Context: an optimization exercise on an open-source flow, tuned for small area. The choices shown serve that exercise and are no tape-out recipe.
At most, simulation tests tie the RTL to the original design; equivalence was not proved.
For runs 4 and 5, only the layout was checked, not whether the RTL still works.
Power is estimated from default activity; no workload was simulated.

**flow/design.v**
```verilog
module TopModule(
input InputKey, ValidCmd, RWMem, ConfigDiv, Reset, Clk,
input[7:0] Addr, InA, InB,
input[3:0] Sel,
input[31:0] DIn,
output CalcActive, CalcMode, Busy, DOutValid, ClkTx,
output [3:0] DataOut);
reg Active, Mode, CorrectInput;
reg [1:0] kst;
always @(posedge Clk or posedge Reset)
begin
    if (Reset)
    begin
        Active <= 1'b0;
        Mode <= 1'b0;
        CorrectInput <= 1'b0;
        kst <= 2'b00;
    end
    else
    begin
        if (ValidCmd && !CorrectInput)
            case ({InputKey, kst})
                3'b1_00: kst <= 2'b01;
                3'b0_01: kst <= 2'b10;
                3'b1_10: kst <= 2'b11;
                3'b0_11: CorrectInput <= 1'b1;
                default: kst <= 2'b00;
            endcase
        if (CorrectInput && !Busy)
        begin
            Active <= 1'b1;
            Mode <= InputKey;
        end
    end
end
reg AccessMem, RWMemC, SampleData, TxData, BusyR, rwen;
reg [1:0] rwFlag, cs;
wire TxDone;
wire RW = Active && RWMem;
assign Busy = BusyR;
always @(posedge Clk or posedge Reset)
begin
    if (Reset)
    begin
        AccessMem <= 1'b0;
        RWMemC <= 1'b0;
        SampleData <= 1'b0;
        TxData <= 1'b0;
        BusyR <= 1'b0;
        rwFlag <= 2'b00;
        cs <= 2'b00;
        rwen <= 1'b0;
    end
    else if (Mode == 1'b1 && rwFlag != 2'b10)
    begin
        rwFlag <= 2'b01;
        casex ({cs, ValidCmd, Active, RW, TxDone})
            6'b00_1_1_0_x: {cs, AccessMem, RWMemC, BusyR, rwen} <= 6'b01_1_0_1_1;
            6'b00_1_1_1_x: {cs, AccessMem, RWMemC, TxData, BusyR, rwen} <= 7'b11_1_1_1_1_0;
            6'b01_x_1_x_0: {cs, SampleData, AccessMem} <= 4'b10_1_0;
            6'b10_x_1_x_0: {cs, TxData, SampleData} <= 4'b11_1_0;
            6'b11_x_1_x_x: begin
                TxData <= 1'b0;
                if ((TxDone && rwen) || (!RW && !rwen))
                    {cs, BusyR, TxData, AccessMem, RWMemC} <= 6'b00_0_0_0_0;
            end
            default: {cs, AccessMem, RWMemC, SampleData, TxData, BusyR, rwFlag} <= 9'b00_0_0_0_0_0_00;
        endcase
    end
    else if (Mode == 1'b0 && rwFlag != 2'b01)
    begin
        rwFlag <= 2'b10;
        casex ({cs, ValidCmd, Active, TxDone})
            5'b00_1_1_x: {cs, SampleData, BusyR} <= 4'b01_1_1;
            5'b01_x_1_0: {cs, SampleData, TxData} <= 4'b10_0_1;
            5'b10_x_1_x: begin
                TxData <= 1'b0;
                if (TxDone)
                    {cs, BusyR} <= 3'b00_0;
            end
            default: {AccessMem, RWMemC, BusyR, rwFlag} <= 5'b0_0_0_00;
        endcase
    end
end
wire [19:0] wdata = {Sel, InB, InA};
wire inRange = (Addr[7:3] == 5'd0);
wire memWrite = AccessMem && RWMemC && inRange;
wire memRead = AccessMem && !RWMemC;
reg [19:0] m0, m1, m2, m3, m4, m5, m6, m7;
reg [7:0] mv;
reg [19:0] rdData;
reg rdValid;
always @(posedge Clk)
begin
    if (memWrite && Addr[2:0] == 3'd0) m0 <= wdata;
    if (memWrite && Addr[2:0] == 3'd1) m1 <= wdata;
    if (memWrite && Addr[2:0] == 3'd2) m2 <= wdata;
    if (memWrite && Addr[2:0] == 3'd3) m3 <= wdata;
    if (memWrite && Addr[2:0] == 3'd4) m4 <= wdata;
    if (memWrite && Addr[2:0] == 3'd5) m5 <= wdata;
    if (memWrite && Addr[2:0] == 3'd6) m6 <= wdata;
    if (memWrite && Addr[2:0] == 3'd7) m7 <= wdata;
end
reg [19:0] rdMux;
always @(*)
    case (Addr[2:0])
        3'd0: rdMux = m0;
        3'd1: rdMux = m1;
        3'd2: rdMux = m2;
        3'd3: rdMux = m3;
        3'd4: rdMux = m4;
        3'd5: rdMux = m5;
        3'd6: rdMux = m6;
        default: rdMux = m7;
    endcase
always @(posedge Clk)
    if (memRead)
        rdData <= rdMux;
always @(posedge Clk or posedge Reset)
begin
    if (Reset)
    begin
        mv <= 8'd0;
        rdValid <= 1'b0;
    end
    else
    begin
        if (memWrite)
            mv[Addr[2:0]] <= 1'b1;
        if (memRead)
            rdValid <= inRange && mv[Addr[2:0]];
    end
end
localparam PA = 2'd0, PB = 2'd1, PC = 2'd2;
reg [31:0] T;
reg ClkOut;
reg [1:0] ph;
reg [30:0] d;
wire [31:0] Tn = (!Active && ConfigDiv) ? DIn : T;
wire Thi0 = (T[31:2] == 30'd0);
wire Tis0 = Thi0 && T[1:0] == 2'd0;
wire Tis1 = Thi0 && T[1:0] == 2'd1;
wire Tis2 = Thi0 && T[1:0] == 2'd2;
wire dGt1 = (d[30:1] != 30'd0);
wire dHi0 = (d[30:2] == 29'd0);
wire dEnd = dHi0 && (T[0] ? d[1:0] == 2'd1 : d[1:0] == 2'd2);
wire lowC = !Tis0 && ((ph == PC) || (ph == PA && dGt1));    
wire TxTick = Active && (Tis1 || (!ClkOut && lowC));
always @(posedge Clk or posedge Reset)
begin
    if (Reset)
    begin
        T <= 32'd0;
        ClkOut <= 1'b0;
    end
    else
    begin
        T <= Tn;
        ClkOut <= Active && (Tis1 || lowC);
    end
end
always @(posedge Clk)
begin
    if (!Active)
    begin
        ph <= PA;
        d <= Tn[31:1];
    end
    else
        case (ph)
            PA: if (dGt1)
                    d <= d - 31'd1;
                else if (Tis2)
                    ph <= PC;
                else
                begin
                    ph <= PB;
                    d <= T[31:1];
                end
            PB: if (dEnd)
                    ph <= PC;
                else
                    d <= d - 31'd1;
            default:
            begin
                ph <= PA;
                d <= T[31:1];
            end
        endcase
end
assign ClkTx = ClkOut;
function [31:0] aluWord;
    input [19:0] raw;
    reg [7:0] A, B, Out, q;
    reg [3:0] S, Flag;
    reg [8:0] as;
    reg sub;
    reg [8:0] sx, sy;
    reg [8:0] r;
    integer i;
    begin
        A = raw[7:0];
        B = raw[15:8];
        S = raw[19:16];
        sub = (S != 4'd0);
        as = {1'b0, A} + {1'b0, B ^ {8{sub}}} + {8'd0, sub};
        sx = (S[0]) ? {1'b0, A} : {A[0], A[1], A[2], A[3], A[4], A[5], A[6], A[7], 1'b0};
        sy = (B[7:4] != 4'd0) ? 9'd0 : (sx >> B[3:0]);
        r = 9'd0;
        q = 8'd0;
        for (i = 7; i >= 0; i = i - 1)
        begin
            r = {r[7:0], A[i]};
            if (r >= {1'b0, B})
            begin
                r = r - {1'b0, B};
                q[i] = 1'b1;
            end
        end
        Flag = 4'h0;
        Out = 8'h00;
        case (S)
            4'h0: begin Out = as[7:0]; Flag[1] = as[8]; end
            4'h1: begin Out = as[7:0]; Flag[3] = !as[8]; end
            4'h2: begin Out = A * B; Flag[2] = (A[7:4] != 4'd0) && (B[7:4] != 4'd0); end
            4'h3: begin Out = (B == 8'd0) ? 8'd0 : q; Flag[3] = !as[8]; end
            4'h4: begin Out = {sy[1], sy[2], sy[3], sy[4], sy[5], sy[6], sy[7], sy[8]}; Flag[1] = sy[0]; end
            4'h5: begin Out = sy[8:1]; Flag[1] = sy[0]; end
            4'h6: Out = A & B;
            4'h7: Out = A | B;
            4'h8: Out = A ^ B;
            4'h9: Out = A ~^ B;
            4'hA: Out = ~(A & B);
            4'hB: Out = ~(A | B);
            default: Out = 8'h00;
        endcase
        if (Out == 8'd0 && S < 4'hC)
            Flag[0] = 1'b1;
        aluWord = {Flag, S, Out, B, A};
    end
endfunction
reg TxStart, DataValid, TxDoneR, TxBusy;
reg [3:0] Dout;
reg [3:0] cnt;        
reg [3:0] k;
reg [19:0] R;
assign TxDone = TxDoneR;
wire [19:0] dinRaw = Mode ? rdData : wdata;
wire dinNz = Mode ? rdValid : 1'b1;
wire [31:0] word = aluWord(R);
reg [3:0] nib;
always @(*)
    case (k[2:0])
        3'd0: nib = word[31:28];
        3'd1: nib = word[27:24];
        3'd2: nib = word[23:20];
        3'd3: nib = word[19:16];
        3'd4: nib = word[15:12];
        3'd5: nib = word[11:8];
        3'd6: nib = word[7:4];
        default: nib = word[3:0];
    endcase
reg TxStart_n, DataValid_n, TxDone_n, TxBusy_n, load;
reg [3:0] Dout_n, cnt_n, k_n;
always @(*)
begin
    TxStart_n = TxStart;
    DataValid_n = DataValid;
    TxDone_n = TxDoneR;
    TxBusy_n = TxBusy;
    Dout_n = Dout;
    cnt_n = cnt;
    k_n = k;
    load = 1'b0;
    if (SampleData && !TxData)
    begin
        load = 1'b1;
        k_n = dinNz ? 4'd0 : 4'd8;
        DataValid_n = 1'b1;
        TxStart_n = 1'b0;
        TxDone_n = 1'b0;
    end
    else if (!SampleData && TxData && DataValid)
    begin
        TxStart_n = 1'b1;
        TxBusy_n = 1'b1;
        TxDone_n = 1'b0;
    end
    if (TxTick)
    begin
        TxDone_n = 1'b0;
        if (TxStart_n)
        begin
            if (!cnt[3])
            begin
                Dout_n = k[3] ? 4'd0 : nib;
                k_n = k[3] ? 4'd8 : k + 4'd1;
                cnt_n = cnt + 4'd1;
            end
            else
            begin
                k_n = 4'd8;
                DataValid_n = 1'b0;
                Dout_n = 4'd0;
                TxDone_n = 1'b1;
                TxStart_n = 1'b0;
                TxBusy_n = 1'b0;
                cnt_n = 4'd0;
            end
        end
    end
end
always @(posedge Clk or posedge Reset)
begin
    if (Reset)
    begin
        TxStart <= 1'b0;
        DataValid <= 1'b0;
        TxDoneR <= 1'b0;
        TxBusy <= 1'b0;
        Dout <= 4'd0;
        cnt <= 4'd0;
        k <= 4'd8;
    end
    else
    begin
        TxStart <= TxStart_n;
        DataValid <= DataValid_n;
        TxDoneR <= TxDone_n;
        TxBusy <= TxBusy_n;
        Dout <= Dout_n;
        cnt <= cnt_n;
        k <= k_n;
    end
end
always @(posedge Clk)
    if (load)
        R <= dinRaw;
assign CalcActive = Active;
assign CalcMode = Mode;
assign DOutValid = TxBusy;
assign DataOut = Dout;
endmodule
```
**flow/run.sh**
```bash
#!/bin/bash
# synth_recipe.tcl (not shown) runs the flow's synth.tcl, then flattens the netlist and writes it again
# the make line also repeats each setting of config.mk as NAME=value (left out here)
make -C /OpenROAD-flow-scripts/flow DESIGN_CONFIG=/design/flow/config.mk WORK_HOME=/design/flow/orfs CLKGATE_MAP_FILE= SYNTH_SCRIPT=/design/flow/synth_recipe.tcl finish
```
**flow/config.mk**
```make
export PLATFORM = sky130hd
export DESIGN_NAME = TopModule
export DESIGN_NICKNAME = TopModule
export VERILOG_FILES = /design/flow/design.v
export SDC_FILE = /design/flow/constraint.sdc
export NUM_CORES = 4
export LEC_CHECK = 0
export CAP_MARGIN = 20
export CORE_MARGIN = 2
export CORE_UTILIZATION = 40
export PLACE_DENSITY = 0.6
export SLEW_MARGIN = 20
```
**flow/constraint.sdc**
```tcl
create_clock -name core_clock -period 20.0 [get_ports {Clk}]
set_input_delay 4.0000 -clock core_clock [delete_from_list [all_inputs] [get_ports {Clk}]]
set_output_delay 4.0000 -clock core_clock [all_outputs]
set_load 0.01 [all_outputs]
```
==> out/results.tsv, run 1 <==
stage	metric	value	unit
global_route	initial antenna violation count	1	
sta	Final WS setup	1.72	ns
sta	Tmin final	18.28	ns
global_route	most crowded layer after global routing	met2	
drt	Vias per Instance	5.79	
sta	clk_skew	0.0100	ns
final_layout	diode count	0	
global_route	GR Overflow Total	0	
job	Max Cap Viol	0	
final_layout	Final #Nets	1981	
power	Clock power frac	0.133	
global_route	first-pass GRT wire length	76200	um
power	Gate power share	0.632	
die	Site Rows	79	
critical_path	CP Max Fanout	14	
die	Die W	221	um
placement	PortBufs	74	
synthesis	synthesized net count	1923	
global_route	vias in the first global route	13800	
critical_path	WP data arrival	18.77	ns
power	Sw Ratio	0.439	
sta	Final Hold Fails	0	
drt	drt pass-1 iters	5	
synthesis	ys async rst share	0.239	
drt	DRC viols	0	
final_layout	Post-Route Utilization	0.456	
drt	via count	13900	
clock_network	post-CTS setup buffer count	0	
clock_network	CTS tree	done	
die	Die ar.	48900	um^2
clock_network	clk sinks	306	
clock_network	Clk Tree Root Cell	clkbuf_16	
global_route	largest net degree at the start of global routing	74	
clock_network	CTS max path bufs	3	
placement	Inst Count DP	2347	
min_path	worst hold-check path type	register to register	
global_route	met2 Resource Use GR	0.321	
critical_path	Critical Path Max Stage Delay	0.63	ns
clock_network	PostCTS Resize Cnt	0	
final_layout	register area	8810	um^2
sta	worst slew pin tran	1.05	ns
critical_path	CP endpoint kind	register	
power	Static Leakage	0.00794	uW
synthesis	Seq/Total Area, Yosys	0.467	
synthesis	EDFF count, synth	231	
sta	Period Utilization, post-route	0.914	
critical_path	Worst Setup Start Kind	register	
power	VDD IR max	0.000153	V
drt	routed len/inst	19.9	um
critical_path	Slowest-stage cell, CP	nor4_4	
final_layout	Area growth syn-to-layout	12.5	%
sta	RSZ-0062 raised after global routing	no	
sta	Total Neg Setup Slack	0	ns
synthesis	Cells after Synth	1718	
power	NetSw	1760	uW
clock_network	Clock Latency Late Sink	0.56	ns
final_layout	fillcell total	4321	
synthesis	top_reg_cell synth	edfxtp_1	
clock_network	H-tree Lvls	1	
final_layout	commonest non-fill, non-tap cells in the layout	edfxtp_1, nand2_1, nor2_1	
final_layout	share of cells above drive strength 1	0.117	
synthesis	Netlist cell types	87	
synthesis	#FFs+latches synth	306	
synthesis	Synth Area per Inst	11.0	um^2
power	P per Cell Area	189	nW/um^2
drt	Iter 0 DRT Violations	1204	
global_route	met3 Track Usage GR	0.0191	
global_route	aggregate global-route resource usage	0.192	
placement	GPL Wtd Cong	0.896	
placement	setup slack after placement	1.66	ns
sta	relative slew slack	0.293	
final_layout	multi-input logic area	9420	um^2
synthesis	Yosys warnings	1	
critical_path	most used cell, CP	o21ai_0	
sta	Slew Limit Fails	0	
die	Initial Util	0.405	
drt	WL final	47800	um
die	Ports	75	
outcome	status	no timing/DRC/antenna violations	
die	Die H	221	um
critical_path	CP required	20.50	ns
placement	DPL Wire Length	32800	um
critical_path	WS Path Type	register to register	
clock_network	CTS buffer count	29	
final_layout	most common cell after layout, fill and taps aside	edfxtp_1	
power	internal power	2250	uW
final_layout	final cell count without fillers	2404	
sta	Final Setup Violations	0	
synthesis	Mapped Area	18900	um^2
clock_network	Hold Buf Count CTS	0	
clock_network	clock slew at reported path FFs	0.07	ns
die	core area	46600	um^2
power	Flop pwr share	0.235	
drt	number of routed nets with antenna violations	0	
sta	FMAX	54.7	MHz
global_route	met1 Use GR	0.261	
[routing by layer]
layer  vias to the layer above  wire [um]
met1                      6887      21600
met4                         2       1290
met2                       400      22700
li1                       6555          -
met3                        83       2120
met5                         -         12
[critical path, delay by kind of cell (launching register included)]
family | cells | cell delay [ns]
mux | 4 | 1.33
simple gates | 16 | 3.81
compound gates | 41 | 9.98
buf+inv | 7 | 0.65
fa+ha+maj | 7 | 1.86
flops | 1 | 0.54
[power by group through the flow]
| stage | registers [uW] | clock network (uW) | logic [uW] |
|---|---|---|---|
| finish | 942 | 534 | 2530 |
| global route | 959 | 571 | 2840 |
| CTS | 941 | 548 | 2480 |
| detailed placement | 954 | 0 | 2460 |
| global placement | 950 | 0 | 2440 |
| floorplan | 910 | 0 | 1970 |
[metrics by stage]
step           total power [uW]  hold slack (ns)  area [um^2]
4_1_cts                    3970            0.460        21200
3_5_place_dp               3410            0.447        20300
2_1_floorplan              2880            0.423        18900
6_report                   4010            0.457        21200
5_1_grt                    4370            0.471        21200
3_3_place_gp               3390            0.434        20300
[logic make-up (layout without fill, tap and decap cells)]
group / Yosys count / count (layout) / synth area share
AO/OA/AOI/OAI: 403 / 403 / 0.151
flip-flops: 306 / 306 / 0.467
XOR/XNOR: 82 / 82 / 0.0381
buffers and inverters: 169 / 248 / 0.0357
adder cells (fa/ha/maj): 139 / 139 / 0.0997
AND/OR/NAND/NOR: 480 / 480 / 0.125
multiplexers: 139 / 139 / 0.0838
[registers in the layout, summed over array words and instances (netlist names), 8 cells and up]
name / flops
m0: 20
m4: 20
m5: 20
T: 32
m2: 20
m3: 20
rdData: 20
d: 31
m1: 20
mv: 8
R: 20
m7: 20
m6: 20
[path summary, 6_finish.rpt]
kind / start / endpoint / slack [ns] / cells past startpoint
worst max-delay path: R[12] / Dout[0] / 1.72 / 75
worst min-delay path: mv[4] / mv[4] / 0.46 / 1
worst max register to register: R[12] / Dout[0] / 1.72 / 75
worst min register to register: mv[4] / mv[4] / 0.46 / 1
max in group asynchronous: Reset / Active / 15.51 / 3
min in group asynchronous: Reset / T[9] / 3.94 / 3
[Yosys cell counts, types with 27 or more instances]
| master | count | area share |
|---|---|---|
| nor2_1 | 132 | 0.026 |
| edfxtp_1 | 231 | 0.37 |
| nor3_1 | 30 | 0.0080 |
| ha_1 | 120 | 0.080 |
| xnor2_1 | 57 | 0.026 |
| clkbuf_1 | 63 | 0.013 |
| nand2_1 | 137 | 0.027 |
| dfrtp_1 | 72 | 0.095 |
| inv_1 | 86 | 0.017 |
| mux2_2 | 101 | 0.060 |
| nor2b_1 | 29 | 0.0096 |
| o21a_1 | 42 | 0.017 |
| o21ai_0 | 86 | 0.023 |
| o211ai_1 | 27 | 0.011 |
| mux2i_1 | 32 | 0.017 |
| a21oi_1 | 66 | 0.018 |
[layout make-up]
cell class | count | area share
Timing Repair Buffer | 108 | 0.0474
Clock buffer | 32 | 0.0347
Inverter | 88 | 0.0156
Multi-Input combinational cell | 1243 | 0.444
Sequential cell | 306 | 0.415
Tap cell | 607 | 0.0358
Clock inverter | 20 | 0.00813
==> inputs of run 2 (changes only) <==
--- a/flow/design.v
+++ b/flow/design.v
@@ -132,113 +132,54 @@
     end
 end
 localparam PA = 2'd0, PB = 2'd1, PC = 2'd2;
-reg [31:0] T;
+reg [31:0] T;         
+reg Tl;
 reg ClkOut;
 reg [1:0] ph;
 reg [30:0] d;
-wire [31:0] Tn = (!Active && ConfigDiv) ? DIn : T;
+wire Tload = !Active && ConfigDiv;
+wire [31:0] Tn = Tload ? DIn : T;
 wire Thi0 = (T[31:2] == 30'd0);
-wire Tis0 = Thi0 && T[1:0] == 2'd0;
-wire Tis1 = Thi0 && T[1:0] == 2'd1;
+wire Tis0 = !Tl || (Thi0 && T[1:0] == 2'd0);
+wire Tis1 = Tl && Thi0 && T[1:0] == 2'd1;
 wire Tis2 = Thi0 && T[1:0] == 2'd2;
 wire dGt1 = (d[30:1] != 30'd0);
 wire dHi0 = (d[30:2] == 29'd0);
 wire dEnd = dHi0 && (T[0] ? d[1:0] == 2'd1 : d[1:0] == 2'd2);
 wire lowC = !Tis0 && ((ph == PC) || (ph == PA && dGt1));    
 wire TxTick = Active && (Tis1 || (!ClkOut && lowC));
+wire dReload = !Active || ph == PC || (ph == PA && !dGt1);
 always @(posedge Clk or posedge Reset)
 begin
     if (Reset)
     begin
-        T <= 32'd0;
+        Tl <= 1'b0;
         ClkOut <= 1'b0;
     end
     else
     begin
-        T <= Tn;
+        if (Tload)
+            Tl <= 1'b1;
         ClkOut <= Active && (Tis1 || lowC);
     end
 end
 always @(posedge Clk)
 begin
+    T <= Tn;
+    d <= dReload ? Tn[31:1] : d - 31'd1;
     if (!Active)
-    begin
         ph <= PA;
-        d <= Tn[31:1];
-    end
     else
         case (ph)
-            PA: if (dGt1)
-                    d <= d - 31'd1;
-                else if (Tis2)
-                    ph <= PC;
-                else
-                begin
-                    ph <= PB;
-                    d <= T[31:1];
-                end
+            PA: if (!dGt1)
+                    ph <= Tis2 ? PC : PB;
             PB: if (dEnd)
                     ph <= PC;
-                else
-                    d <= d - 31'd1;
             default:
-            begin
                 ph <= PA;
-                d <= T[31:1];
-            end
         endcase
 end
 assign ClkTx = ClkOut;
-function [31:0] aluWord;
-    input [19:0] raw;
-    reg [7:0] A, B, Out, q;
-    reg [3:0] S, Flag;
-    reg [8:0] as;
-    reg sub;
-    reg [8:0] sx, sy;
-    reg [8:0] r;
-    integer i;
-    begin
-        A = raw[7:0];
-        B = raw[15:8];
-        S = raw[19:16];
-        sub = (S != 4'd0);
-        as = {1'b0, A} + {1'b0, B ^ {8{sub}}} + {8'd0, sub};
-        sx = (S[0]) ? {1'b0, A} : {A[0], A[1], A[2], A[3], A[4], A[5], A[6], A[7], 1'b0};
-        sy = (B[7:4] != 4'd0) ? 9'd0 : (sx >> B[3:0]);
-        r = 9'd0;
-        q = 8'd0;
-        for (i = 7; i >= 0; i = i - 1)
-        begin
-            r = {r[7:0], A[i]};
-            if (r >= {1'b0, B})
-            begin
-                r = r - {1'b0, B};
-                q[i] = 1'b1;
-            end
-        end
-        Flag = 4'h0;
-        Out = 8'h00;
-        case (S)
-            4'h0: begin Out = as[7:0]; Flag[1] = as[8]; end
-            4'h1: begin Out = as[7:0]; Flag[3] = !as[8]; end
-            4'h2: begin Out = A * B; Flag[2] = (A[7:4] != 4'd0) && (B[7:4] != 4'd0); end
-            4'h3: begin Out = (B == 8'd0) ? 8'd0 : q; Flag[3] = !as[8]; end
-            4'h4: begin Out = {sy[1], sy[2], sy[3], sy[4], sy[5], sy[6], sy[7], sy[8]}; Flag[1] = sy[0]; end
-            4'h5: begin Out = sy[8:1]; Flag[1] = sy[0]; end
-            4'h6: Out = A & B;
-            4'h7: Out = A | B;
-            4'h8: Out = A ^ B;
-            4'h9: Out = A ~^ B;
-            4'hA: Out = ~(A & B);
-            4'hB: Out = ~(A | B);
-            default: Out = 8'h00;
-        endcase
-        if (Out == 8'd0 && S < 4'hC)
-            Flag[0] = 1'b1;
-        aluWord = {Flag, S, Out, B, A};
-    end
-endfunction
 reg TxStart, DataValid, TxDoneR, TxBusy;
 reg [3:0] Dout;
 reg [3:0] cnt;        
@@ -247,7 +188,8 @@
 assign TxDone = TxDoneR;
 wire [19:0] dinRaw = Mode ? rdData : wdata;
 wire dinNz = Mode ? rdValid : 1'b1;
-wire [31:0] word = aluWord(R);
+wire [31:0] word;
+CalcALU alu(.raw(R), .word(word));
 reg [3:0] nib;
 always @(*)
     case (k[2:0])
@@ -341,3 +283,76 @@
 assign DOutValid = TxBusy;
 assign DataOut = Dout;
 endmodule
+module CalcALU(input [19:0] raw, output [31:0] word);
+  wire [7:0] A = raw[7:0];
+  wire [7:0] B = raw[15:8];
+  wire [3:0] S = raw[19:16];
+  genvar i, j;
+  wire sub = (S != 4'd0);
+  wire [7:0] Bx = B ^ {8{sub}};
+  wire [8:0] c;
+  wire [7:0] as;
+  assign c[0] = sub;
+  generate for (j = 0; j < 8; j = j + 1) begin : ad
+    assign as[j] = A[j] ^ Bx[j] ^ c[j];
+    assign c[j+1] = (A[j] & Bx[j]) | (c[j] & (A[j] ^ Bx[j]));
+  end endgenerate
+  wire [7:0] row [0:7];
+  assign row[0] = A & {8{B[0]}};
+  generate for (i = 1; i < 8; i = i + 1) begin : mr
+    wire [7:0] pp = (A << i) & {8{B[i]}};
+    wire [8:0] cc;
+    assign cc[0] = 1'b0;
+    for (j = 0; j < 8; j = j + 1) begin : b
+      assign row[i][j] = row[i-1][j] ^ pp[j] ^ cc[j];
+      assign cc[j+1] = (row[i-1][j] & pp[j]) | (cc[j] & (row[i-1][j] ^ pp[j]));
+    end
+  end endgenerate
+  wire [7:0] mul = row[7];
+  wire [7:0] q;
+  wire [7:0] rem [0:8];
+  assign rem[8] = 8'd0;
+  generate for (i = 7; i >= 0; i = i - 1) begin : dv
+    localparam W = 8 - i;
+    wire [W-1:0] x;
+    if (W == 1) assign x = A[i]; else assign x = {rem[i+1][W-2:0], A[i]};
+    wire [W:0] bw;
+    wire [W-1:0] df;
+    assign bw[0] = 1'b0;
+    for (j = 0; j < W; j = j + 1) begin : b
+      assign df[j] = x[j] ^ B[j] ^ bw[j];
+      assign bw[j+1] = (~x[j] & B[j]) | (~(x[j] ^ B[j]) & bw[j]);
+    end
+    wire hz;
+    if (W == 8) assign hz = 1'b1; else assign hz = ~|B[7:W];
+    assign q[i] = hz & ~bw[W];
+    wire [W-1:0] rn = q[i] ? df : x;
+    if (W == 8) assign rem[i] = rn; else assign rem[i] = {{(8-W){1'b0}}, rn};
+  end endgenerate
+  wire bz = (B == 8'd0);
+  wire [8:0] sx = S[0] ? {1'b0, A} : {A[0], A[1], A[2], A[3], A[4], A[5], A[6], A[7], 1'b0};
+  wire [8:0] sy = (B[7:4] != 4'd0) ? 9'd0 : (sx >> B[3:0]);
+  reg [7:0] Out;
+  reg [3:0] Flag;
+  always @(*)
+  begin
+    Flag = 4'h0;
+    case (S)
+      4'h0: begin Out = as; Flag[1] = c[8]; end
+      4'h1: begin Out = as; Flag[3] = !c[8]; end
+      4'h2: begin Out = mul; Flag[2] = (A[7:4] != 4'd0) && (B[7:4] != 4'd0); end
+      4'h3: begin Out = bz ? 8'd0 : q; Flag[3] = !c[8]; end
+      4'h4: begin Out = {sy[1], sy[2], sy[3], sy[4], sy[5], sy[6], sy[7], sy[8]}; Flag[1] = sy[0]; end
+      4'h5: begin Out = sy[8:1]; Flag[1] = sy[0]; end
+      4'h6: Out = A & B;
+      4'h7: Out = A | B;
+      4'h8: Out = A ^ B;
+      4'h9: Out = A ~^ B;
+      4'hA: Out = ~(A & B);
+      4'hB: Out = ~(A | B);
+      default: Out = 8'h00;
+    endcase
+    Flag[0] = (Out == 8'd0) && !(S[3] && S[2]);
+  end
+  assign word = {Flag, S, Out, B, A};
+endmodule
--- a/flow/config.mk
+++ b/flow/config.mk
@@ -8,5 +8,7 @@
 export CAP_MARGIN = 20
 export CORE_MARGIN = 2
 export CORE_UTILIZATION = 40
+export CTS_BUF_LIST = sky130_fd_sc_hd__clkbuf_4
+export GPL_TIMING_DRIVEN = 0
 export PLACE_DENSITY = 0.6
 export SLEW_MARGIN = 20
==> out/results.tsv, run 2 <==
stage	metric	value	unit	change
synthesis	top post-synthesis cells by count	edfxtp_1, mux2_2, nand2_1, nor2_1, inv_1		was edfxtp_1, nand2_1, nor2_1, ha_1, mux2_2
final_layout	commonest non-fill, non-tap cells in the layout	edfxtp_1, mux2_2, nand2_1		was edfxtp_1, nand2_1, nor2_1
sta	clk_skew	0.0482	ns	was 0.0100 ns
power	P per Cell Area	156	nW/um^2	was 189 nW/um^2
critical_path	WS Path Type	register to register		unchanged
synthesis	post-synth top area share	0.366		was 0.368
drt	Vias per Instance	5.55		was 5.79
sta	relative slew slack	0.334		was 0.293
synthesis	top_reg_cell synth	edfxtp_1		unchanged
placement	dpl cell area	18000	um^2	was 20300 um^2
placement	GPL Wtd Cong	0.964		was 0.896
clock_network	Clock Latency Late Sink	0.69	ns	was 0.56 ns
outcome	status	no timing/DRC/antenna violations		unchanged
global_route	largest net degree at the start of global routing	34		was 74
clock_network	CTS buffer count	76		was 29
die	Site Rows	74		was 79
final_layout	most common cell after layout, fill and taps aside	edfxtp_1		unchanged
clock_network	PostCTS Resize Cnt	0		unchanged
placement	PortBufs	74		unchanged
sta	Final Setup Violations	0		unchanged
clock_network	Clk Tree Root Cell	clkbuf_4		was clkbuf_16
synthesis	Mapped Area	16500	um^2	was 18900 um^2
critical_path	CP Max Fanout	10		was 14
sta	RSZ-0062 raised after global routing	no		unchanged
final_layout	fillcell total	3867		was 4321
sta	Tmin final	15.94	ns	was 18.28 ns
clock_network	clock slew at reported path FFs	0.06	ns	was 0.07 ns
critical_path	WP data arrival	16.53	ns	was 18.77 ns
sta	Total Neg Setup Slack	0	ns	unchanged
clock_network	Hold Buf Count CTS	0		unchanged
drt	DRC viols	0		unchanged
clock_network	clk sinks	307		was 306
drt	number of routed nets with antenna violations	0		unchanged
synthesis	ys async rst share	0.137		was 0.239
final_layout	Post-Route Utilization	0.464		was 0.456
min_path	worst hold-check path type	register to register		unchanged
synthesis	synthesized net count	1546		was 1923
sta	Period Utilization, post-route	0.797		was 0.914
placement	DPL Wire Length	30800	um	was 32800 um
final_layout	Area growth syn-to-layout	14.7	%	was 12.5%
synthesis	Netlist cell types	93		was 87
final_layout	share of cells above drive strength 1	0.197		was 0.117
sta	Slew Limit Fails	0		unchanged
critical_path	Worst setup endpoint	Dout[0]		unchanged
final_layout	Largest Register	T		unchanged
final_layout	Final #Nets	1701		was 1981
sta	Min Hold Slack	0.467	ns	was 0.457 ns
critical_path	Critical path origin	R[7]		was R[12]
clock_network	post-CTS setup buffer count	0		unchanged
drt	via count	11700		was 13900
synthesis	Seq/Total Area, Yosys	0.507		was 0.467
drt	WL final	43600	um	was 47800 um
synthesis	Yosys top cell by area	edfxtp_1		unchanged
drt	Iter 0 DRT Violations	982		was 1204
clock_network	H-tree Lvls	3		was 1
critical_path	flop2flop setup slack	4.06	ns	was 1.72 ns
power	Static Leakage	0.00704	uW	was 0.00794 uW
critical_path	Critical Path Max Stage Delay	0.60	ns	was 0.63 ns
critical_path	worst reg2reg startpoint	R[7]		was R[12]
global_route	first-pass GRT wire length	68300	um	was 76200 um
critical_path	R2R depth	60		was 75
die	core area	40700	um^2	was 46600 um^2
final_layout	multi-input logic area	7530	um^2	was 9420 um^2
global_route	GR Overflow Total	0		unchanged
global_route	initial antenna violation count	3		was 1
sta	Final Hold Fails	0		unchanged
global_route	vias in the first global route	12000		was 13800
final_layout	register area	8370	um^2	was 8810 um^2
critical_path	Slowest-stage cell, CP	clkbuf_1		was nor4_4
synthesis	Yosys warnings	2		was 1
critical_path	CP required	20.59	ns	was 20.50 ns
power	VDD IR max	0.000111	V	was 0.000153 V
die	Ports	75		unchanged
critical_path	CP endpoint kind	register		unchanged
clock_network	CTS tree	done		unchanged
final_layout	Largest register FFs	32		unchanged
global_route	aggregate global-route resource usage	0.204		was 0.192
die	Die W	207	um	was 221 um
synthesis	#FFs+latches synth	307		was 306
synthesis	most common cell in the netlist	edfxtp_1		unchanged
synthesis	Synth Area per Inst	12.0	um^2	was 11.0 um^2
job	Max Cap Viol	0		unchanged
synthesis	synth top area cells	edfxtp_1, mux2_2, dfxtp_1		was edfxtp_1, dfrtp_1, ha_1
final_layout	post-route cell area	18900	um^2	was 21200 um^2
die	Die ar.	42900	um^2	was 48900 um^2
critical_path	most used cell, CP	fa_1		was o21ai_0
final_layout	biggest regs	T x32, d x31		unchanged
die	Die H	207	um	was 221 um
sta	FMAX	62.7	MHz	was 54.7 MHz
synthesis	EDFF count, synth	201		was 231
die	Initial Util	0.405		about the same
clock_network	CTS max path bufs	3		unchanged
synthesis	Cells after Synth	1378		was 1718
sta	worst slew pin tran	0.996	ns	was 1.05 ns
critical_path	reg2reg end	Dout[0]		unchanged
drt	routed len/inst	20.6	um	was 19.9 um
drt	drt pass-1 iters	6		was 5
critical_path	Worst Setup Start Kind	register		unchanged
==> run 2: cell count changes in the layout (fill, tap and decap cells not counted), sizes merged, moves of 16 or more <==
cell and delta:
ha -59, dfrtp -31, o211ai -24, o21a -40
a21oi -16, xnor2 -26, o21ai -47, nand2 -25
edfxtp -30, fa +22, clkbuf +119, dfxtp +62
nor2 -52, mux2 +22
==> run 2: cells by family (layout without fill, tap and decap cells) <==
family,count (synthesis),in the layout,share of synthesized area
adders and majority gates,102,102,0.0960
xor gates and xnor gates,50,50,0.0265
buffers and inverters,150,354,0.0376
DFF,307,307,0.507
AOI/OAI and AO/OA,243,243,0.108
other,0,1,0
and+or+nand+nor,373,373,0.119
muxes,153,153,0.105
==> run 2: worst min-delay path by stage <==
stage,from,slack [ns],cells past startpoint,to
6_report,mv[5],0.47,1,mv[5]
3_5_place_dp,mv[7],0.45,1,mv[7]
5_1_grt,mv[1],0.49,1,mv[1]
3_3_place_gp,mv[5],0.44,1,mv[5]
4_1_cts,mv[5],0.47,1,mv[5]
2_1_floorplan,mv[6],0.42,1,mv[6]
==> run 2: area by class of cell <==
class                      count  share of cell area
antenna                        1            0.000132
buffer                        76              0.0181
clock buffer                 108              0.0428
clock inverter                19             0.00661
inverter                      74              0.0147
multi-input combinational    921               0.398
sequential                   307               0.442
tap                          532              0.0352
timing repair buffer          77              0.0421
==> run 2: report_power, final <==
part	internal (uW)	switching, uW
clock network	273	234
registers	805	121
logic	657	866
total	1730	1220
==> run 2: metal layers <==
layer  vias up  routed length [um]  GRT usage
met5         -                  27          0
met4         4                1080     0.0724
met3        80                2650     0.0435
met2       382               21000      0.340
met1      5803               18800      0.262
li1       5473                   -          -
==> run 2: metrics by stage <==
step / setup slack, ns / instances / power [uW]
4_1_cts: 4.14 / 2113 / 2970
5_1_grt: 3.06 / 2115 / 3210
2_1_floorplan: 6.18 / 1378 / 1980
6_report: 4.06 / 2115 / 2960
3_5_place_dp: 4.17 / 1986 / 2450
3_3_place_gp: 4.28 / 1984 / 2410
==> run 2: worst max-delay path: cells and delay by family (launching register included) <==
family | cells | cell delay [ns]
AO/OA/AOI/OAI | 14 | 3.45
buffers and inverters | 10 | 1.76
XOR/XNOR | 2 | 0.24
multiplexers | 2 | 0.60
adder cells (fa/ha/maj) | 23 | 7.21
flip-flops | 1 | 0.53
AND/OR/NAND/NOR | 9 | 2.03
==> inputs of run 3 (changes only) <==
--- a/flow/config.mk
+++ b/flow/config.mk
@@ -8,7 +8,5 @@
 export CAP_MARGIN = 20
 export CORE_MARGIN = 2
 export CORE_UTILIZATION = 40
-export CTS_BUF_LIST = sky130_fd_sc_hd__clkbuf_4
-export GPL_TIMING_DRIVEN = 0
 export PLACE_DENSITY = 0.6
 export SLEW_MARGIN = 20
==> out/results.tsv, run 3 <==
stage	metric	value	unit	change
synthesis	Yosys warnings	2		unchanged
critical_path	worst reg2reg startpoint	R[12]		was R[7]
final_layout	biggest regs	T x32, d x31		unchanged
placement	DPL Wire Length	27200	um	was 30800 um
clock_network	Hold Buf Count CTS	0		unchanged
final_layout	fillcell total	3730		was 3867
synthesis	synthesized net count	1546		unchanged
placement	GPL Wtd Cong	0.918		was 0.964
final_layout	diode count	0		was 1
drt	routed len/inst	20.8	um	was 20.6 um
synthesis	#FFs+latches synth	307		unchanged
clock_network	post-CTS setup buffer count	0		unchanged
synthesis	top_reg_cell synth	edfxtp_1		unchanged
die	Site Rows	74		unchanged
clock_network	PostCTS Resize Cnt	0		unchanged
critical_path	Critical Path Max Stage Delay	0.69	ns	was 0.60 ns
drt	Iter 0 DRT Violations	909		was 982
synthesis	top post-synthesis cells by count	edfxtp_1, mux2_2, nand2_1, nor2_1, inv_1		unchanged
clock_network	H-tree Lvls	2		was 3
die	Initial Util	0.405		unchanged
critical_path	R2R depth	56		was 60
min_path	worst hold-check path type	register to register		unchanged
sta	Slew Limit Fails	0		unchanged
critical_path	Critical path origin	R[12]		was R[7]
final_layout	post-route cell area	18900	um^2	about the same
sta	Final Hold Fails	0		unchanged
synthesis	Mapped Area	16500	um^2	unchanged
synthesis	Synth Area per Inst	12.0	um^2	unchanged
drt	drt pass-1 iters	6		unchanged
sta	Tmin final	15.14	ns	was 15.94 ns
synthesis	most common cell in the netlist	edfxtp_1		unchanged
critical_path	CP endpoint kind	register		unchanged
die	Die W	207	um	unchanged
sta	Total Neg Setup Slack	0	ns	unchanged
final_layout	Final #Nets	1613		was 1701
synthesis	Seq/Total Area, Yosys	0.507		unchanged
final_layout	Largest register FFs	32		unchanged
clock_network	clock slew at reported path FFs	0.06	ns	about the same
drt	WL final	41600	um	was 43600 um
die	core area	40700	um^2	unchanged
power	Static Leakage	0.00696	uW	was 0.00704 uW
critical_path	most used cell, CP	fa_1		unchanged
global_route	GR Overflow Total	0		unchanged
sta	clk_skew	0.0223	ns	was 0.0482 ns
drt	number of routed nets with antenna violations	0		unchanged
outcome	status	no timing/DRC/antenna violations		unchanged
critical_path	flop2flop setup slack	4.86	ns	was 4.06 ns
synthesis	Cells after Synth	1378		unchanged
critical_path	Worst setup endpoint	Dout[0]		unchanged
final_layout	most common cell after layout, fill and taps aside	edfxtp_1		unchanged
drt	Vias per Instance	5.62		was 5.55
clock_network	CTS tree	done		unchanged
global_route	vias in the first global route	11300		was 12000
global_route	aggregate global-route resource usage	0.192		was 0.204
power	P per Cell Area	159	nW/um^2	was 156 nW/um^2
placement	Inst Count DP	1940		was 1986
final_layout	commonest non-fill, non-tap cells in the layout	edfxtp_1, mux2_2, nand2_1		unchanged
sta	worst slew pin tran	1.09	ns	was 0.996 ns
clock_network	Clock Latency Late Sink	0.52	ns	was 0.69 ns
critical_path	WS Path Type	register to register		unchanged
drt	via count	11300		was 11700
global_route	first-pass GRT wire length	65200	um	was 68300 um
critical_path	WP data arrival	15.56	ns	was 16.53 ns
placement	dpl cell area	17800	um^2	was 18000 um^2
final_layout	Area growth syn-to-layout	14.4	%	was 14.7%
sta	Period Utilization, post-route	0.757		was 0.797
job	Max Cap Viol	0		unchanged
clock_network	Clk Tree Root Cell	clkbuf_16		was clkbuf_4
synthesis	Yosys top cell by area	edfxtp_1		unchanged
die	Die H	207	um	unchanged
clock_network	clk sinks	307		unchanged
critical_path	CP required	20.42	ns	was 20.59 ns
sta	RSZ-0062 raised after global routing	no		unchanged
power	VDD IR max	0.000137	V	was 0.000111 V
final_layout	Largest Register	T		unchanged
synthesis	post-synth top area share	0.366		unchanged
critical_path	Worst Setup Start Kind	register		unchanged
critical_path	reg2reg end	Dout[0]		unchanged
final_layout	share of cells above drive strength 1	0.165		was 0.197
synthesis	synth top area cells	edfxtp_1, mux2_2, dfxtp_1		unchanged
synthesis	EDFF count, synth	201		unchanged
die	Die ar.	42900	um^2	unchanged
global_route	largest net degree at the start of global routing	51		was 34
sta	Final Setup Violations	0		unchanged
final_layout	final cell count without fillers	2002		was 2115
placement	PortBufs	74		unchanged
clock_network	CTS max path bufs	3		unchanged
sta	FMAX	66.0	MHz	was 62.7 MHz
clock_network	CTS buffer count	34		was 76
synthesis	ys async rst share	0.137		unchanged
global_route	initial antenna violation count	2		was 3
critical_path	Slowest-stage cell, CP	edfxtp_1		was clkbuf_1
sta	relative slew slack	0.276		was 0.334
critical_path	CP Max Fanout	12		was 10
die	Ports	75		unchanged
synthesis	Netlist cell types	93		unchanged
drt	DRC viols	0		unchanged
run 3: through the flow:
step | utilization | power (uW) | hold slack (ns) | setup WS (ns)
2_1_floorplan | - | 1980 | 0.423 | 6.18
3_3_place_gp | 0.437 | 2380 | 0.440 | 5.42
3_5_place_dp | 0.437 | 2410 | 0.445 | 4.86
4_1_cts | 0.463 | 3020 | 0.457 | 4.81
5_1_grt | 0.463 | 3250 | 0.465 | 3.63
6_report | 0.463 | 3000 | 0.457 | 4.86
run 3: worst min path at each step:
stage,cells past startpoint,slack [ns],from,endpoint
after floorplan,1,0.42,mv[6],mv[6]
after global placement,1,0.44,mv[5],mv[5]
after detailed placement,1,0.44,mv[5],mv[5]
after CTS,1,0.46,mv[5],mv[5]
after global routing,1,0.46,mv[5],mv[5]
final,1,0.46,mv[5],mv[5]
run 3: cells by family (layout without fill, tap and decap cells):
logic type	Yosys count	after routing	share of synthesized area
muxes	153	153	0.105
DFF	307	307	0.507
xor gates and xnor gates	50	50	0.0265
buffers and inverters	150	242	0.0376
and+or+nand+nor	373	373	0.119
adders and majority gates	102	102	0.0960
AOI/OAI and AO/OA	243	243	0.108
run 3: layout make-up:
class                           count  area [um^2]  share of cell area
Tap cell                          532          666              0.0353
Inverter                           74          278              0.0147
Sequential cell                   307         8370               0.444
Clock inverter                     18          146             0.00776
Multi-Input combinational cell    921         7510               0.398
Timing Repair Buffer              107          991              0.0525
Clock buffer                       43          906              0.0480
run 3: per-layer routing:
layer | vias up | share of wire | wire length, um | track usage
met4 | 4 | 0.031 | 1270 | 0.0677
met1 | 5586 | 0.43 | 18000 | 0.253
li1 | 5280 | - | - | -
met3 | 77 | 0.053 | 2190 | 0.0338
met5 | - | 0.00055 | 23 | 0
met2 | 313 | 0.48 | 20100 | 0.320
run 3: power by group:
part / total, uW / leakage [uW] / internal (uW) / switching, uW
Clock: 595 / 0.000507 / 348 / 247
Sequential: 898 / 0.00288 / 805 / 93.1
Combinational: 1510 / 0.00357 / 642 / 866
Total: 3000 / 0.00696 / 1790 / 1210
run 3: worst max-delay path, delay by kind of cell, from the launching register on:
family / cells / cell delay [ns]
buf+inv: 6 / 0.41
simple gates: 10 / 2.85
xor+xnor: 2 / 0.24
mux: 2 / 0.51
compound gates: 14 / 3.41
flops: 1 / 0.69
fa+ha+maj: 22 / 6.89
==> inputs of run 4 (changes only) <==
--- a/flow/design.v
+++ b/flow/design.v
@@ -88,8 +88,8 @@
 wire memRead = AccessMem && !RWMemC;
 reg [19:0] m0, m1, m2, m3, m4, m5, m6, m7;
 reg [7:0] mv;
-reg [19:0] rdData;
-reg rdValid;
+reg [2:0] rdAddr;      
+reg rdValid;           
 always @(posedge Clk)
 begin
     if (memWrite && Addr[2:0] == 3'd0) m0 <= wdata;
@@ -103,7 +103,7 @@
 end
 reg [19:0] rdMux;
 always @(*)
-    case (Addr[2:0])
+    case (rdAddr)
         3'd0: rdMux = m0;
         3'd1: rdMux = m1;
         3'd2: rdMux = m2;
@@ -115,7 +115,7 @@
     endcase
 always @(posedge Clk)
     if (memRead)
-        rdData <= rdMux;
+        rdAddr <= Addr[2:0];
 always @(posedge Clk or posedge Reset)
 begin
     if (Reset)
@@ -128,7 +128,7 @@
         if (memWrite)
             mv[Addr[2:0]] <= 1'b1;
         if (memRead)
-            rdValid <= inRange && mv[Addr[2:0]];
+            rdValid <= inRange;
     end
 end
 localparam PA = 2'd0, PB = 2'd1, PC = 2'd2;
@@ -186,8 +186,8 @@
 reg [3:0] k;
 reg [19:0] R;
 assign TxDone = TxDoneR;
-wire [19:0] dinRaw = Mode ? rdData : wdata;
-wire dinNz = Mode ? rdValid : 1'b1;
+wire [19:0] dinRaw = Mode ? rdMux : wdata;
+wire dinNz = Mode ? (rdValid && mv[rdAddr]) : 1'b1;
 wire [31:0] word;
 CalcALU alu(.raw(R), .word(word));
 reg [3:0] nib;
==> out/results.tsv, run 4 <==
stage	metric	value	unit	change
final_layout	Final #Nets	1616		was 1613
die	Die W	204	um	was 207 um
critical_path	CP endpoint kind	register		unchanged
sta	relative slew slack	0.366		was 0.276
clock_network	Hold Buf Count CTS	0		unchanged
synthesis	EDFF count, synth	184		was 201
sta	Slew Limit Fails	0		unchanged
power	Sw Ratio	0.417		was 0.402
global_route	most crowded layer after global routing	met2		unchanged
synthesis	Netlist cell types	90		was 93
critical_path	most used cell, CP	fa_1		unchanged
global_route	first-pass GRT wire length	62100	um	was 65200 um
synthesis	ys async rst share	0.145		was 0.137
clock_network	Clock Latency Late Sink	0.58	ns	was 0.52 ns
critical_path	CP Max Fanout	13		was 12
critical_path	flop2flop setup slack	5.12	ns	was 4.86 ns
final_layout	commonest non-fill, non-tap cells in the layout	edfxtp_1, nand2_1, nor2_1		was edfxtp_1, mux2_2, nand2_1
final_layout	Largest register FFs	32		unchanged
clock_network	CTS buffer count	30		was 34
critical_path	WP data arrival	15.38	ns	was 15.56 ns
synthesis	Mapped Area	16000	um^2	was 16500 um^2
global_route	GR Overflow Total	0		unchanged
placement	dpl cell area	17400	um^2	was 17800 um^2
global_route	met3 Track Usage GR	0.0242		was 0.0338
clock_network	clock slew at reported path FFs	0.07	ns	was 0.06 ns
sta	clk_skew	0.0398	ns	was 0.0223 ns
final_layout	biggest regs	T x32, d x31		unchanged
placement	GPL Wtd Cong	0.922		was 0.918
die	Site Rows	73		was 74
final_layout	fillcell total	3650		was 3730
clock_network	clk sinks	290		was 307
critical_path	CP required	20.49	ns	was 20.42 ns
placement	setup slack after placement	5.21	ns	was 4.86 ns
drt	number of routed nets with antenna violations	0		unchanged
final_layout	Largest Register	T		unchanged
power	P per Cell Area	168	nW/um^2	was 159 nW/um^2
drt	routed len/inst	19.7	um	was 20.8 um
critical_path	WS Path Type	register to register		unchanged
sta	Min Hold Slack	0.466	ns	was 0.457 ns
drt	drt pass-1 iters	5		was 6
synthesis	top post-synthesis cells by count	edfxtp_1, nand2_1, nor2_1, mux2_2, inv_1		was edfxtp_1, mux2_2, nand2_1, nor2_1, inv_1
power	Flop pwr share	0.283		was 0.299
final_layout	register area	7860	um^2	was 8370 um^2
synthesis	post-synth top area share	0.344		was 0.366
synthesis	Seq/Total Area, Yosys	0.490		was 0.507
sta	RSZ-0062 raised after global routing	no		unchanged
drt	WL final	39400	um	was 41600 um
critical_path	Critical Path Max Stage Delay	0.83	ns	was 0.69 ns
synthesis	most common cell in the netlist	edfxtp_1		unchanged
sta	FMAX	67.2	MHz	was 66.0 MHz
outcome	status	no timing/DRC/antenna violations		unchanged
clock_network	post-CTS setup buffer count	0		unchanged
synthesis	top_reg_cell synth	edfxtp_1		unchanged
drt	via count	11000		was 11300
power	NetSw	1290	uW	was 1210 uW
final_layout	post-route cell area	18300	um^2	was 18900 um^2
synthesis	synthesized net count	1552		was 1546
die	core area	39600	um^2	was 40700 um^2
final_layout	multi-input logic area	7550	um^2	was 7510 um^2
global_route	aggregate global-route resource usage	0.190		was 0.192
drt	Vias per Instance	5.51		was 5.62
final_layout	most common cell after layout, fill and taps aside	edfxtp_1		unchanged
final_layout	diode count	0		unchanged
final_layout	final cell count without fillers	1996		was 2002
sta	Tmin final	14.88	ns	was 15.14 ns
power	internal power	1800	uW	was 1790 uW
placement	Inst Count DP	1942		was 1940
clock_network	Clk Tree Root Cell	clkbuf_16		unchanged
global_route	met2 Resource Use GR	0.303		was 0.320
final_layout	Area growth syn-to-layout	14.4	%	about the same
sta	Final WS setup	5.12	ns	was 4.86 ns
drt	DRC viols	0		unchanged
critical_path	Worst Setup Start Kind	register		unchanged
die	Ports	75		unchanged
global_route	initial antenna violation count	1		was 2
clock_network	PostCTS Resize Cnt	0		unchanged
synthesis	Yosys top cell by area	edfxtp_1		unchanged
clock_network	CTS max path bufs	3		unchanged
synthesis	Synth Area per Inst	11.6	um^2	was 12.0 um^2
placement	DPL Wire Length	26400	um	was 27200 um
global_route	largest net degree at the start of global routing	55		was 51
sta	Total Neg Setup Slack	0	ns	unchanged
sta	Final Setup Violations	0		unchanged
clock_network	CTS tree	done		unchanged
min_path	worst hold-check path type	register to register		unchanged
drt	Iter 0 DRT Violations	812		was 909
synthesis	Yosys warnings	2		unchanged
critical_path	Slowest-stage cell, CP	nor4_4		was edfxtp_1
die	Die H	204	um	was 207 um
sta	worst slew pin tran	0.950	ns	was 1.09 ns
power	VDD IR max	0.000114	V	was 0.000137 V
sta	Final Hold Fails	0		unchanged
job	Max Cap Viol	0		unchanged
die	Die ar.	41700	um^2	was 42900 um^2
power	Gate power share	0.540		was 0.503
sta	Period Utilization, post-route	0.744		was 0.757
placement	PortBufs	74		unchanged
power	Clock power frac	0.177		was 0.198
global_route	met1 Use GR	0.273		was 0.253
power	Static Leakage	0.00692	uW	was 0.00696 uW
synthesis	synth top area cells	edfxtp_1, dfxtp_1, dfrtp_1		was edfxtp_1, mux2_2, dfxtp_1
synthesis	#FFs+latches synth	290		was 307
clock_network	H-tree Lvls	1		was 2
die	Initial Util	0.405		about the same
final_layout	share of cells above drive strength 1	0.147		was 0.165
synthesis	Cells after Synth	1385		was 1378
global_route	vias in the first global route	10800		was 11300
==> run 4: stage by stage <==
step | total power [uW] | utilization
final | 3090 | 0.463
after global routing | 3340 | 0.463
after CTS | 3110 | 0.463
after detailed placement | 2550 | 0.438
after global placement | 2530 | 0.438
after floorplan | 2080 | -
==> run 4: cells by family after synthesis <==
kind of cell	Yosys count	synth area share
simple gates	371	0.117
fa+ha+maj	101	0.0980
xor+xnor	50	0.0273
compound gates	257	0.111
flops	290	0.490
buf+inv	162	0.0396
mux	154	0.118
==> run 4: area by class of cell <==
| cell class | count | share of cell area |
|---|---|---|
| inverter | 92 | 0.0188 |
| clock inverter | 11 | 0.00402 |
| multi-input combinational | 933 | 0.412 |
| clock buffer | 43 | 0.0493 |
| timing repair buffer | 102 | 0.0518 |
| tap | 525 | 0.0358 |
| sequential | 290 | 0.428 |
==> run 4: power groups by stage <==
stage | clock (uW) | sequential [uW] | combinational, uW
global placement | 0 | 883 | 1650
global route | 582 | 893 | 1870
floorplan | 0 | 860 | 1220
CTS | 558 | 875 | 1680
finish | 546 | 874 | 1670
detailed placement | 0 | 887 | 1670
==> run 4: routing by layer <==
metal / vias up / wire length [um]
li1: 5199 / -
met1: 5455 / 18100
met2: 274 / 18300
met3: 62 / 2050
met4: 2 / 892
met5: - / 13
==> run 4: path summary, 6_finish.rpt <==
check / start / end / cells after the start
setup / recovery: R[12] / Dout[0] / 57
hold / removal: mv[6] / mv[6] / 1
setup reg to reg: R[12] / Dout[0] / 57
hold reg to reg: mv[6] / mv[6] / 1
max in group asynchronous: Reset / ClkOut / 2
min in group asynchronous: Reset / cnt[2] / 2
==> run 4: critical path: cells and delay by family (launching register included) <==
kind / cells / cell delay [ns]
mux: 2 / 0.60
buf+inv: 6 / 0.66
xor+xnor: 2 / 0.23
flops: 1 / 0.63
simple gates: 13 / 3.02
fa+ha+maj: 21 / 6.96
compound gates: 13 / 2.67
==> inputs of run 5 (changes only) <==
==> flow/flow/run.sh (new file) <==
#!/bin/bash
# Standard ORFS layout with smaller port buffers and no CTS dummy loads.
set -euo pipefail
export BUFFER_PORTS_ARGS="-buffer_cell sky130_fd_sc_hd__buf_1"
export CTS_ARGS="-sink_clustering_enable -repair_clock_nets -dont_use_dummy_load"
bash standard.sh > standard.log 2>&1
==> flow/standard.sh (new file) <==
#!/bin/bash
# synth_recipe.tcl (not shown) runs the flow's synth.tcl, then flattens the netlist and writes it again
# the make line also repeats each setting of config.mk as NAME=value (left out here)
make -C /OpenROAD-flow-scripts/flow DESIGN_CONFIG=/design/flow/config.mk WORK_HOME=/design/flow/orfs CLKGATE_MAP_FILE= SYNTH_SCRIPT=/design/flow/synth_recipe.tcl "${@:-finish}"
removed: flow/run.sh
==> out/results.tsv, run 5 <==
stage	metric	value	unit	change
clock_network	Hold Buf Count CTS	0		unchanged
clock_network	CTS buffer count	30		unchanged
synthesis	post-synth top area share	0.344		unchanged
critical_path	CP endpoint kind	register		unchanged
die	Die ar.	41700	um^2	unchanged
drt	number of routed nets with antenna violations	0		unchanged
clock_network	H-tree Lvls	1		unchanged
synthesis	Seq/Total Area, Yosys	0.490		unchanged
clock_network	clock slew at reported path FFs	0.06	ns	was 0.07 ns
clock_network	Clock Latency Late Sink	0.55	ns	was 0.58 ns
synthesis	#FFs+latches synth	290		unchanged
critical_path	Slowest-stage cell, CP	nor4_4		unchanged
final_layout	multi-input logic area	7550	um^2	unchanged
power	Static Leakage	0.00660	uW	was 0.00692 uW
min_path	worst hold-check path type	register to register		unchanged
power	Flop pwr share	0.290		was 0.283
final_layout	Final #Nets	1617		was 1616
synthesis	Cells after Synth	1385		unchanged
synthesis	Synth Area per Inst	11.6	um^2	unchanged
final_layout	diode count	0		unchanged
final_layout	Area growth syn-to-layout	10.1	%	was 14.4%
power	Sw Ratio	0.422		was 0.417
synthesis	most common cell in the netlist	edfxtp_1		unchanged
synthesis	Netlist cell types	90		unchanged
power	Clock power frac	0.153		was 0.177
clock_network	PostCTS Resize Cnt	0		unchanged
synthesis	top post-synthesis cells by count	edfxtp_1, nand2_1, nor2_1, mux2_2, inv_1		unchanged
drt	Iter 0 DRT Violations	810		was 812
synthesis	ys async rst share	0.145		unchanged
die	Initial Util	0.405		unchanged
sta	clk_skew	0.0274	ns	was 0.0398 ns
sta	Final Setup Violations	0		unchanged
placement	GPL Wtd Cong	0.947		was 0.922
critical_path	CP required	20.47	ns	was 20.49 ns
synthesis	top_reg_cell synth	edfxtp_1		unchanged
critical_path	WP data arrival	15.43	ns	was 15.38 ns
min_path	min-delay src	mv[5]		was mv[6]
power	VDD IR max	0.000112	V	was 0.000114 V
global_route	GR Overflow Total	0		unchanged
synthesis	EDFF count, synth	184		unchanged
sta	relative slew slack	0.383		was 0.366
drt	via count	11000		about the same
clock_network	CTS tree	done		unchanged
sta	Slew Limit Fails	0		unchanged
critical_path	Critical path buffers and inverters	6		unchanged
power	Gate power share	0.557		was 0.540
power	NetSw	1270	uW	was 1290 uW
global_route	vias in the first global route	10800		about the same
final_layout	commonest non-fill, non-tap cells in the layout	edfxtp_1, nand2_1, nor2_1		unchanged
synthesis	Yosys warnings	2		unchanged
sta	Tmin final	14.96	ns	was 14.88 ns
sta	Final Hold Fails	0		unchanged
global_route	aggregate global-route resource usage	0.189		was 0.190
final_layout	share of cells above drive strength 1	0.140		was 0.147
clock_network	post-CTS setup buffer count	0		unchanged
critical_path	most used cell, CP	fa_1		unchanged
clock_network	CTS max path bufs	3		unchanged
critical_path	Critical path origin	R[12]		unchanged
drt	DRC viols	0		unchanged
placement	PortBufs	74		unchanged
die	Site Rows	73		unchanged
final_layout	most common cell after layout, fill and taps aside	edfxtp_1		unchanged
sta	FMAX	66.9	MHz	was 67.2 MHz
synthesis	Yosys top cell by area	edfxtp_1		unchanged
drt	Vias per Instance	5.58		was 5.51
critical_path	WS Path Type	register to register		unchanged
global_route	initial antenna violation count	3		was 1
critical_path	Worst Setup Start Kind	register		unchanged
sta	RSZ-0062 raised after global routing	no		unchanged
global_route	largest net degree at the start of global routing	53		was 55
drt	drt pass-1 iters	5		unchanged
critical_path	Critical Path Max Stage Delay	0.82	ns	was 0.83 ns
placement	DPL Wire Length	26300	um	was 26400 um
outcome	status	no timing/DRC/antenna violations		unchanged
final_layout	Largest Register	T		unchanged
die	Die W	204	um	unchanged
die	Die H	204	um	unchanged
final_layout	fillcell total	3702		was 3650
sta	worst slew pin tran	0.925	ns	was 0.950 ns
critical_path	CP Max Fanout	13		unchanged
global_route	first-pass GRT wire length	61600	um	was 62100 um
final_layout	biggest regs	T x32, d x31		unchanged
synthesis	synth top area cells	edfxtp_1, dfxtp_1, dfrtp_1		unchanged
job	Max Cap Viol	0		unchanged
die	Ports	75		unchanged
die	core area	39600	um^2	unchanged
critical_path	worst reg2reg startpoint	R[12]		unchanged
drt	routed len/inst	20.0	um	was 19.7 um
final_layout	Post-Route Utilization	0.446		was 0.463
drt	WL final	39500	um	was 39400 um
synthesis	synthesized net count	1552		unchanged
final_layout	Largest register FFs	32		unchanged
synthesis	Mapped Area	16000	um^2	unchanged
clock_network	Clk Tree Root Cell	clkbuf_16		unchanged
power	internal power	1740	uW	was 1800 uW
power	P per Cell Area	170	nW/um^2	was 168 nW/um^2
clock_network	clk sinks	290		unchanged
sta	Total Neg Setup Slack	0	ns	unchanged
final_layout	register area	7860	um^2	about the same
sta	Period Utilization, post-route	0.748		was 0.744
power	Tot Pwr	3010	uW	was 3090 uW
critical_path	CP delay by family, top	adder cells		unchanged
[run 5: cell counts after synthesis]
No cell type changed its count.
[run 5: metrics by stage]
step                cell area [um^2]  setup WS, ns  hold WS (ns)  std cells
floorplan                      16000          6.84         0.423       1385
global placement               16900          5.42         0.447       1943
detailed placement             16900          5.10         0.450       1943
CTS                            17700          5.07         0.467       1973
global route                   17700          4.06         0.488       1973
finish                         17700          5.04         0.467       1973
[run 5: layout make-up]
class / count / area share
well taps: 525 / 0.0372
flip-flops and latches: 290 / 0.445
repair buffers: 103 / 0.0281
multi-input cells: 933 / 0.428
clock buffers: 30 / 0.0425
inverters: 92 / 0.0196
[run 5: cells by family (layout without fill, tap and decap cells)]
| family | after synthesis | in the layout | share of synthesized area |
|---|---|---|---|
| flops | 290 | 290 | 0.490 |
| buf+inv | 162 | 225 | 0.0396 |
| mux | 154 | 154 | 0.118 |
| xor+xnor | 50 | 50 | 0.0273 |
| fa+ha+maj | 101 | 101 | 0.0980 |
| compound gates | 257 | 257 | 0.111 |
| simple gates | 371 | 371 | 0.117 |
[run 5: worst reg2reg max path, delay by kind of cell (launching register included)]
kind                       cells  cell delay, ns
adders and majority gates     22            7.18
and+or+nand+nor               14            3.10
AOI/OAI and AO/OA             14            2.99
DFF                            1            0.61
buffers and inverters          6            0.43
muxes                          1            0.37
xor gates and xnor gates       2            0.23
[run 5: worst paths after layout]
check	to	slack, ns	cells past startpoint
hold reg to reg	mv[5]	0.47	1
max in group asynchronous	Mode	15.79	2
hold / removal	mv[5]	0.47	1
setup reg to reg	Dout[0]	5.04	59
setup / recovery	Dout[0]	5.04	59
min in group asynchronous	AccessMem	3.62	2
[run 5: layer usage]
| metal | share of wire | up-vias | track usage |
|---|---|---|---|
| met3 | 0.060 | 75 | 0.0265 |
| li1 | - | 5171 | - |
| met2 | 0.46 | 330 | 0.306 |
| met4 | 0.024 | 6 | 0.0528 |
| met1 | 0.45 | 5434 | 0.266 |
| met5 | 0.0012 | - | 0 |
[run 5: power groups by stage]
stage	sequential, uW	combinational (uW)	clock (uW)
finish	872	1680	462
global route	889	1870	497
CTS	872	1680	475
detailed placement	881	1670	0
global placement	878	1640	0
floorplan	860	1220	0

[port drivers added, routing unchanged]
The results above use ideal ports. As a check the final layouts listed here were re-extracted and re-timed, cells and wires unchanged. Step 1 sets driving cells, clkbuf_16 on the clock port and buf_2 on the other inputs (assumed; they add their load-dependent delay and slew). Step 2 times the ports against the registers' clock, not the clock port: input delays grow and output delays shrink by t, the midpoint of the rising clock arrivals with the driver on. a / b / c = ideal ports / drivers / drivers and shift; a / b = the first two.
| run | shift t [ns] | setup WS [ns] | worst hold slack (ns) | slew at the worst register clock pin (ns) |
|---|---|---|---|---|
| run 1 | 0.603 | 1.723 / 1.723 / 1.723 | 0.457 / 0.457 / 0.457 | 0.07 / 0.07 |
| run 2 | 0.716 | 4.058 / 4.058 / 4.058 | 0.467 / 0.467 / 0.467 | 0.08 / 0.08 |
| run 3 | 0.561 | 4.858 / 4.858 / 4.858 | 0.457 / 0.457 / 0.457 | 0.06 / 0.06 |
| run 4 | 0.607 | 5.118 / 5.118 / 5.118 | 0.466 / 0.466 / 0.466 | 0.07 / 0.07 |
| run 5 | 0.582 | 5.043 / 5.043 / 5.043 | 0.467 / 0.467 / 0.467 | 0.06 / 0.06 |
After both steps setup and hold are still met in every run listed.
